Background: an optimization exercise with open tools, aiming at small area and a short achievable clock period. Do not read the settings as production practice.
Function was checked by simulation only, so behaviour that the tests miss may differ from the original.
No activity file was given, so power comes from the tool's default toggle rates.

==> flow/design.v (outline; a module is shown in full before it is edited, if it fits) <==
// module fp32_mul: 1482 lines
// module fp32_mul_fa: 7 lines
// module fp32_mul_ha: 7 lines
module fp32_mul (
    input wire          clk         ,
    input wire          rst_n       ,
    input wire [31:0]   a           ,        
    input wire [31:0]   b           ,        
    input wire          in_valid    ,        
    output reg          out_valid   ,        
    output reg [31:0]   result               
);
  // ...
==> flow/flow/run.sh <==
#!/bin/bash
# The standard layout (standard.sh) with two changes: the ports are buffered
# by buf_2 cells instead of the default delay buffers, and the setup repair
# aims for a slack of 6.15 ns. Synthesis is unchanged.
set -euo pipefail
sed "s/SETUP_SLACK_MARGIN=[0-9.]*/SETUP_SLACK_MARGIN=6.15/" standard.sh > standard_margin.sh
bash standard_margin.sh BUFFER_PORTS_ARGS="-buffer_cell sky130_fd_sc_hd__buf_2" finish > flow_make.log 2>&1
==> flow/standard.sh <==
#!/bin/bash
# synth_recipe.tcl (not shown) runs the flow's synth.tcl, then flattens the netlist and writes it again
# the make line also repeats each setting of config.mk as NAME=value (left out here)
make -C /OpenROAD-flow-scripts/flow DESIGN_CONFIG=/design/flow/config.mk WORK_HOME=/design/flow/orfs CLKGATE_MAP_FILE= SYNTH_SCRIPT=/design/flow/synth_recipe.tcl "${@:-finish}"
==> flow/config.mk <==
export PLATFORM = sky130hd
export DESIGN_NAME = fp32_mul
export DESIGN_NICKNAME = fp32_mul
export VERILOG_FILES = /design/flow/design.v
export SDC_FILE = /design/flow/constraint.sdc
export NUM_CORES = 4
export LEC_CHECK = 0
export ABC_AREA = 1
export CAP_MARGIN = 20
export CORE_MARGIN = 2
export CORE_UTILIZATION = 40
export SETUP_SLACK_MARGIN = 5
export SLEW_MARGIN = 20
export SYNTH_HIERARCHICAL = 1
export SYNTH_MINIMUM_KEEP_SIZE = 0
export TNS_END_PERCENT = 10
==> flow/constraint.sdc <==
create_clock -name core_clock -period 10.0 [get_ports {clk}]
set_input_delay 2.0000 -clock core_clock [delete_from_list [all_inputs] [get_ports {clk}]]
set_output_delay 2.0000 -clock core_clock [all_outputs]
set_load 0.01 [all_outputs]
==> out/summary.txt, run 1 <==
Status: timing/DRC/antenna clean
Sequential power: 1.14 mW
Total Nets Final: 3,297
Combinational Power Share: 0.752
Wire per inst: 21.2 um
Worst reg-to-reg path cell count: 12
Simple-gate portion of the synthesized area: 0.190
Met3 wire len: 7300 um
CTS tree: done
Commonest cells post-synth: nand2_1 (491), xor2_1 (287), o22ai_1 (285)
Setup_tns: 0 ns
Setup Skew: 0.0193 ns
Commonest cells after routing, fill and taps aside: nand2_1 (457), xor2_1 (287), o22ai_1 (278)
Synth warn: 7
CP startpoint kind: flop
Slew Limit Headroom: 0.159
Antenna-violating nets left: 0
Initial core utilization: 0.403
First-pass GRT wire length: 116,000 um
R2r setup slk: 6.01 ns
Final core occ: 0.472
Die H: 239 um
I/O pins: 100
Total track usage: 0.259
Final instance area: 25,900 sq um
Area grow syn2layout: 17.3%
Vias: 21,038
FFs & Latches: 183
Largest net degree at the start of global routing: 31
Clk cell area share: 0.0250
Endpoints failing setup: 0
==> inputs of run 2 (changes only) <==
--- a/flow/config.mk
+++ b/flow/config.mk
@@ -6,11 +6,11 @@
 export NUM_CORES = 4
 export LEC_CHECK = 0
 export ABC_AREA = 1
-export CAP_MARGIN = 20
+export CAP_MARGIN = 10
 export CORE_MARGIN = 2
 export CORE_UTILIZATION = 40
 export SETUP_SLACK_MARGIN = 5
-export SLEW_MARGIN = 20
+export SLEW_MARGIN = 10
 export SYNTH_HIERARCHICAL = 1
 export SYNTH_MINIMUM_KEEP_SIZE = 0
 export TNS_END_PERCENT = 10
==> out/summary.txt, run 2 <==
Share of cells above drive strength 1: 0.161
Final Max Tran Viols: 0
Critical Path RT: 10.35 ns
Power density over cell area: 287 nW/um^2
Sink Count: 183
Bufs on Longest Clock Path: 2
Synth top area cells: fa_1 (24%), dfxtp_1 (16%), xor2_1 (11%)
Crit Path Max Fanout: 8
Critical-path cell list: buf_12, clkinvlp_4, ha_4, clkinvlp_4, buf_4, o22ai_1, inv_1, fa_1, fa_1, fa_1, fa_1, fa_1
CP endpoint kind: flop
Setup_tns: 0 ns (unchanged)
Setup Skew: 0.0203 ns (+0.000988 ns)
CP top delay family: adder cells
Area grow syn2layout: 16.0%
Leading cell type in the layout, fill and taps excluded: nand2_1
Netlist cell types: 53
H-tree Lvls: 4
Top_reg_cell synth: dfxtp_1
Placer Congestion: 0.935
Routed wire length: 75,200 um
DR DRC count: 0
Post-synth top area share: 0.242
Placed cell areas: 23,200 sq um
Largest Register: s2_hb
Cell taking the most area after synthesis: fa_1
Endpoints failing setup: 0 (unchanged)
Total track usage: 0.257 (-0.00175)
Crit-path max cell delay: 0.57 ns
Worst hold slack: 0.332 ns
Largest net degree at the start of global routing: 31 (unchanged)
Synthesized cell area: 22,100 sq um
Async S/R FF share, synth: 0.0164
Setup CP Type: flop to flop
CTS buffer count: 17
Hold buffer count at CTS: 0
CTS root buf: clkbuf_16
Slowest cell on the critical path: fa_1
ANT cells: 0
Status: timing/DRC/antenna clean
Die H: 239 um (unchanged)
Antenna violations before repair: 1
Most common cell in the synthesized netlist: nand2_1
HPWL Detailed: 49,900 um
Initial core utilization: 0.403 (unchanged)
CTS tree: done
Die footprint: 57,100 sq um
F_max: 249 MHz
RSZ-0062 raised after global routing: true
EDFF count, synth: 0
Core Area: 54,900 sq um
Final period util: 0.402
Critical Path Most Common Cell: fa_1
Slew Limit Headroom: 0.133 (-0.0254)
Antenna-violating nets left: 0 (unchanged)
CP startpoint kind: flop
Commonest cells post-synth: nand2_1 (491), xor2_1 (287), o22ai_1 (285)
Biggest regs: s2_hb (60), result (32)
Seq/Total Area, Yosys: 0.166
FP Rows: 86
Commonest cells after routing, fill and taps aside: nand2_1 (456), xor2_1 (287), o22ai_1 (280)
Mean number of vias per cell: 5.92
First-pass GRT wire length: 115,000 um (-0.85%)
I/O pins: 100 (unchanged)
Wire per inst: 21.2 um (about the same)
Avg Inst Size Synth: 8.04 sq um
Worst IR Drop VDD: 0.144 mV
Clock transition at the registers of the reported paths: 0.08 ns
Leakage power: 11.1 nW
I/O Buffers: 99
Hold Crit Class: flop to flop
1st-iter DRT viols: 2,465
Endpoints failing hold: 0
Max-cap viol count: 0
CP Buf/Inv Count: 5
Critical path arrival: 4.37 ns
Width of the die: 239 um
Max reg flops: 60
Mapped Cells: 2,749
Vias in the first global route: 20,785
Clock network latency to the later pin of the worst-skew pair: 0.50 ns
Final instance area: 25,600 sq um (-1.1%)
GRT Residual Overflow: 0
Synthesized flop and latch total: 183
Min cycle time layout: 4.02 ns
Drt pass-1 iters: 6
Worst slew pin tran: 1.30 ns
Synth warn: 7 (unchanged)
Vias: 21,059 (+0.10%)
Total Nets Final: 3,283 (-0.42%)
==> run 2: timing repair <==
action                                  CTS  global route
endpoints found under the setup margin  132           128
hold endpoints to repair                  0             0
resized for setup                       173            60
cloned                                   28            10
setup buffers                            29            22
pin swaps                                22            28
==> run 2: report_power, final <==
group | leakage (nW) | internal, mW | switching [mW] | total [mW]
logic | 9.33 | 2.20 | 3.37 | 5.57
registers | 1.54 | 1.04 | 0.0990 | 1.14
clock network | 0.273 | 0.328 | 0.327 | 0.655
==> run 2: per-layer routing <==
metal	routed length, um	vias to the layer above	GRT usage
li1	-	9445	-
met2	34400	1242	0.414
met1	30500	10148	0.331
met4	3190	2	0.123
met5	12	-	0
met3	7100	222	0.0522
==> run 2: logic make-up (layout without fill, tap and decap cells) <==
| group | Yosys count | count (layout) | synth area share |
|---|---|---|---|
| buffers and inverters | 442 | 512 | 0.0769 |
| other | 2 | 13 | 0.000340 |
| flip-flops | 183 | 183 | 0.166 |
| XOR/XNOR | 295 | 295 | 0.117 |
| adder cells (fa/ha/maj) | 377 | 377 | 0.304 |
| AO/OA/AOI/OAI | 517 | 519 | 0.146 |
| AND/OR/NAND/NOR | 933 | 952 | 0.190 |
==> run 2: area by class of cell <==
class                           count  area (sq um)
Clock buffer                       18           429
Clock inverter                     13           135
Fill cell                        5263         29200
Inverter                          281          1090
Multi-Input combinational cell   2156         17700
Sequential cell                   183          3700
Tap cell                          704           881
Timing Repair Buffer              195          1730
Timing Repair inverter              5          30.0
==> run 2: path summary, 6_finish.rpt <==
| kind | slack (ns) | from | to | cells after the start |
|---|---|---|---|---|
| worst max register to register | 5.98 | s1_yf[21] | s2_hb[23] | 12 |
| worst max-delay path | 5.98 | s1_yf[21] | s2_hb[23] | 12 |
| worst min register to register | 0.33 | s1_zero | s2_zero | 0 |
| max in group asynchronous | 8.60 | rst_n | s1_valid | 1 |
| worst min-delay path | 0.33 | s1_zero | s2_zero | 0 |
| min in group asynchronous | 1.30 | rst_n | out_valid | 1 |
==> run 2: metrics by stage <==
step	setup slack (ns)	std cells	utilization	power [mW]
floorplan	6.12	2760	-	5.21
global placement	4.18	3435	0.422	6.38
detailed placement	4.01	3435	0.422	6.50
CTS	6.07	3523	0.457	7.28
global route	5.94	3555	0.467	8.24
finish	5.98	3555	0.467	7.36
==> run 2: per-module statistics from Yosys (local to each module, per instance) <==
module       flip-flops and latches  copies in the design  area (sq um)
fp32_mul                        183                     1         16400
fp32_mul_fa                       0                   264          20.0
fp32_mul_ha                       0                    32          12.5

afterwards: timing with drivers on the ports:
Ports are ideal in the flow. The routed layouts listed here were re-timed in OpenROAD. Step 1 (the two cells are an assumption about what drives the block):
set clk [get_ports {clk}]
set_driving_cell -lib_cell sky130_fd_sc_hd__clkbuf_16 $clk
set_driving_cell -lib_cell sky130_fd_sc_hd__buf_2 [delete_from_list [all_inputs] $clk]
Step 2, shift: input delay + t, output delay - t, t = (earliest + latest rising clock arrival at the registers) / 2. This alone moves slack from input paths to output paths. Three values: ideal ports, drivers, drivers and shift; two values: the first two.
run	shift t [ns]	setup WS [ns]	hold slack, ns	worst register clock-pin slew, ns	worst slew at a driven data input, ns
run 1	0.548	6.012 / 6.012 / 5.652	0.333 / 0.333 / 0.333	0.09 / 0.09	0.06
run 2	0.546	5.984 / 5.984 / 5.606	0.332 / 0.332 / 0.332	0.08 / 0.08	0.06
After both steps every run listed still meets setup and hold. For run 2, which loses most, drivers alone change the setup slack by 0.000 ns; drivers and shift together by -0.378 ns.
